From an optimization exercise on the open Yosys and OpenROAD flow, aimed at small area, a short achievable clock period and few clock cycles per item; shortcuts taken in it are not production practice. At most, simulation tests tie the RTL to the original design; equivalence was not proved. Power is estimated from default activity; no workload was simulated.

==> flow/design.v (excerpt) <==
module SSE (
	input  logic        clk,
	input  logic        rst,
	input  logic        in_valid,
	input  logic        in_last,
	input  logic [31:0] A,
	input  logic [31:0] B,
	output logic        in_ready,
	output logic        out_valid,
	output logic [31:0] Y
);
	localparam logic [31:0] NAN = 32'h7f800001;
	logic v0, v2, v3, v4, v5;
	logic l0, l2, l3, l4, l5;
	always_ff @(posedge clk) begin
		if (rst) begin
			in_ready <= 0;
			{v0, v2, v3, v4, v5} <= 0;
		end
		else begin
			in_ready <= 1;
			v0 <= in_valid & in_ready;
			{v2, v3, v4, v5} <= {v0, v2, v3, v4};
		end
		{l0, l2, l3, l4, l5} <= {in_last, l0, l2, l3, l4};
	end
	logic        sA, sB;
	logic [7:0]  eA, eB;
	logic [22:0] fA, fB;
	assign {sA, eA, fA} = A;
	assign {sB, eB, fB} = B;
	logic nanA, nanB, infA, infB, zA, zB;
	assign nanA = (&eA) & (|fA);
	assign nanB = (&eB) & (|fB);
	assign infA = (&eA) & ~(|fA);
	assign infB = (&eB) & ~(|fB);
	assign zA = ~(|eA);
	assign zB = ~(|eB);
	logic spec, isNaN, kill, ssgn;
	assign spec = zA | zB | (&eA) | (&eB);
	assign isNaN = nanA | nanB | (infA & infB & (sA != sB));
	assign kill = isNaN | (zA & zB);
	always_comb begin
		if (nanA | nanB) ssgn = 0;
		else if (infA & infB) ssgn = (sA == sB) ? sA : 1'b0;
		else if (infA) ssgn = sA;
		else if (infB) ssgn = sB;
		else if (zA & zB) ssgn = 0;
		else if (zA) ssgn = ~sB;
		else ssgn = sA;
	end
	logic [8:0]  dAB;
	logic [7:0]  dBA;
	logic        aLess, eEq, fLess, swp, neg;
	assign dAB = {1'b0, eA} - {1'b0, eB};
	assign dBA = eB - eA;
	assign aLess = dAB[8];
	assign eEq = (eA == eB);
	assign fLess = fA < fB;
	assign swp = A[30:0] < B[30:0];    
	assign neg = eEq & fLess & (sA == sB);
  ...
Size in the first run: roughly 3,800 cells after synthesis, roughly 100 I/O pins.
Settings: LEC_CHECK=0, CAP_MARGIN=20, CORE_MARGIN=2, CORE_UTILIZATION=55, CTS_CLUSTER_DIAMETER=100, CTS_CLUSTER_SIZE=26, PLACE_DENSITY=0.72, SETUP_SLACK_MARGIN=5, SLEW_MARGIN=20, SYNTH_HIERARCHICAL=1, SYNTH_MINIMUM_KEEP_SIZE=0; clock period 10.0 ns.
standard.sh (not shown) runs the stock make flow with config.mk's settings and CLKGATE_MAP_FILE= SYNTH_SCRIPT=/design/flow/synth_recipe.tcl, a recipe that flattens the netlist after the stock synthesis.
==> flow/flow/run.sh <==
#!/bin/bash
set -euo pipefail
bash standard.sh SETUP_SLACK_MARGIN=6.0 "BUFFER_PORTS_ARGS=-buffer_cell sky130_fd_sc_hd__buf_1" finish > standard.log 2>&1
==> next run, changes <==
--- a/flow/design.v
+++ b/flow/design.v
@@ -827,107 +827,102 @@
 	always_comb begin
 		if (nanA | nanB) ssgn = 0;
 		else if (infA & infB) ssgn = (sA == sB) ? sA : 1'b0;
 		else if (infA) ssgn = sA;
 		else if (infB) ssgn = sB;
 		else if (zA & zB) ssgn = 0;
 		else if (zA) ssgn = ~sB;
 		else ssgn = sA;
 	end
 	logic [8:0]  dAB;
 	logic [7:0]  dBA;
-	logic        aLess, eEq, fLess, swp, neg;
+	logic        aLess, eEq, fLess, swp;
 	assign dAB = {1'b0, eA} - {1'b0, eB};
 	assign dBA = eB - eA;
 	assign aLess = dAB[8];
 	assign eEq = (eA == eB);
 	assign fLess = fA < fB;
 	assign swp = A[30:0] < B[30:0];    
-	assign neg = eEq & fLess & (sA == sB);
 	logic [22:0] x0, y0;
+	logic        h0;
 	logic [4:0]  k0;
 	logic [7:0]  e0;
-	logic        s0, sub0, neg0;
+	logic        s0, sub0;
 	always_ff @(posedge clk) begin
-		y0 <= aLess ? fA : fB;
-		x0 <= kill ? {22'd0, isNaN} : aLess ? fB : fA;
+		y0 <= spec ? 23'd0 : swp ? fA : fB;
+		h0 <= ~spec;
+		x0 <= kill ? {22'd0, isNaN} : swp ? fB : fA;
 		e0 <= aLess ? eB : eA;
+		k0 <= aLess ? ((dBA > 8'd23) ? 5'd24 : dBA[4:0]) : ((dAB[7:0] > 8'd23) ? 5'd24 : dAB[4:0]);
 		if (spec) begin
-			k0 <= 5'd24;
 			s0 <= ssgn;
 			sub0 <= 0;
-			neg0 <= 0;
 		end
 		else begin
-			k0 <= aLess ? ((dBA > 8'd23) ? 5'd24 : dBA[4:0]) : ((dAB[7:0] > 8'd23) ? 5'd24 : dAB[4:0]);
 			s0 <= (sA == sB) ? (swp ^ sA) : sA;
 			sub0 <= (sA == sB);
-			neg0 <= neg;
 		end
 	end
 	logic [23:0] y1;
-	assign y1 = {1'b1, y0} >> k0;
+	assign y1 = {h0, y0} >> k0;
 	logic [24:0] sum2;
-	sse_add #(.W(24), .L(5)) add1 (.a({1'b1, x0}), .b(sub0 ? ~y1 : y1), .ci(sub0 & ~neg0), .s(sum2));
+	sse_add #(.W(24), .L(5)) add1 (.a({1'b1, x0}), .b(sub0 ? ~y1 : y1), .ci(sub0), .s(sum2));
 	logic [24:0] r2;
 	logic [7:0]  e2;
-	logic        s2, sub2, neg2;
+	logic        s2, sub2;
 	always_ff @(posedge clk) begin
 		r2 <= {sum2[24] & ~sub0, sum2[23:0]};
 		e2 <= e0;
 		s2 <= s0;
 		sub2 <= sub0;
-		neg2 <= neg0;
 	end
 	logic [24:0] inc3;
 	logic [25:0] inc3x;
 	assign inc3 = inc3x[24:0];
 	sse_inc #(.W(25), .L(5)) inc1 (.a(r2), .s(inc3x));
 	logic [31:0] zx;
 	logic [7:0]  nz1;
 	logic [15:0] nc1;
 	logic [3:0]  nz2;
 	logic [11:0] nc2;
 	logic [1:0]  nz3;
 	logic [7:0]  nc3;
 	logic [4:0]  lz;
-	logic [23:0] rr;     
-	assign rr = r2[23:0] ^ {24{neg2}};
-	assign zx = {rr, 8'hff};
+	assign zx = {r2[23:0], 8'hff};
 	genvar gi;
 	generate
 		for (gi = 0; gi < 8; gi++) begin : g_l1
 			logic [3:0] q;
 			assign q = zx[4 * gi +: 4];
 			assign nz1[gi] = |q;
 			assign nc1[2 * gi +: 2] = q[3] ? 2'd0 : q[2] ? 2'd1 : q[1] ? 2'd2 : 2'd3;
 		end
 		for (gi = 0; gi < 4; gi++) begin : g_l2
 			assign nz2[gi] = nz1[2 * gi + 1] | nz1[2 * gi];
 			assign nc2[3 * gi +: 3] = nz1[2 * gi + 1] ? {1'b0, nc1[4 * gi + 2 +: 2]} : {1'b1, nc1[4 * gi +: 2]};
 		end
 		for (gi = 0; gi < 2; gi++) begin : g_l3
 			assign nz3[gi] = nz2[2 * gi + 1] | nz2[2 * gi];
 			assign nc3[4 * gi +: 4] = nz2[2 * gi + 1] ? {1'b0, nc2[6 * gi + 3 +: 3]} : {1'b1, nc2[6 * gi +: 3]};
 		end
 	endgenerate
 	assign lz = nz3[1] ? {1'b0, nc3[7:4]} : {1'b1, nc3[3:0]};
 	logic [23:0] n1;
-	assign n1 = rr << lz;
+	assign n1 = r2[23:0] << lz;
 	logic        s3;
 	logic [7:0]  e3;
 	logic [4:0]  lz3;
 	logic [22:0] f3;
 	always_ff @(posedge clk) begin
 		if (sub2) begin
-			if (rr == 0) begin
+			if (r2[23:0] == 0) begin
 				s3 <= 0;
 				e3 <= 0;
 				lz3 <= 0;
 			end
 			else begin
 				s3 <= s2;
 				e3 <= e2;
 				lz3 <= lz;
 			end
 			f3 <= n1[22:0];
 		end
The changed run passed the timing, design-rule and antenna checks.
Global-route usage goes down by 0.93 points.
Maximum frequency goes up by 0.75%.
Setup slack gains 0.029 ns.
Design area goes down by 1.6%.
Clock skew goes down by 0.013 ns.
Worst hold slack loses 0.012 ns.
Combinational power goes down by about 2%.
Testbench counts after the change, summed over its fixed seeds: cycles 8,146, items 8,082.
No functional check of the RTL was part of the first run of this note.

[separate check: timing with driven ports]
In the flow no input, the clock included, has a driving cell. The finished layouts below were timed again as built, in two steps. Step 1, drivers: a clkbuf_16 drives clk and a buf_2 each remaining input, both assumed. Step 2 adds t to the input delays and takes it off the output delays; t is the mean of the earliest and latest rising clock arrival at the registers after step 1. Input paths then give back, and output paths get back, about the clock's delay inside the block. Three values: ideal ports, drivers, drivers and shift; two values: the first two.
run	t (ns)	setup slack, ns	worst hold slack (ns)	latest minus earliest clock arrival (ns)	cell pins on the clock port's net
the first run	0.644	6.023 / 6.023 / 5.465	0.334 / 0.334 / 0.334	0.046 / 0.046	1
the second run	0.633	6.052 / 6.052 / 5.507	0.322 / 0.322 / 0.322	0.032 / 0.033	1
After both steps every run listed still meets setup and hold. The setup slack of the first run, which loses most, moves by 0.000 ns with the drivers and by -0.558 ns with both steps.
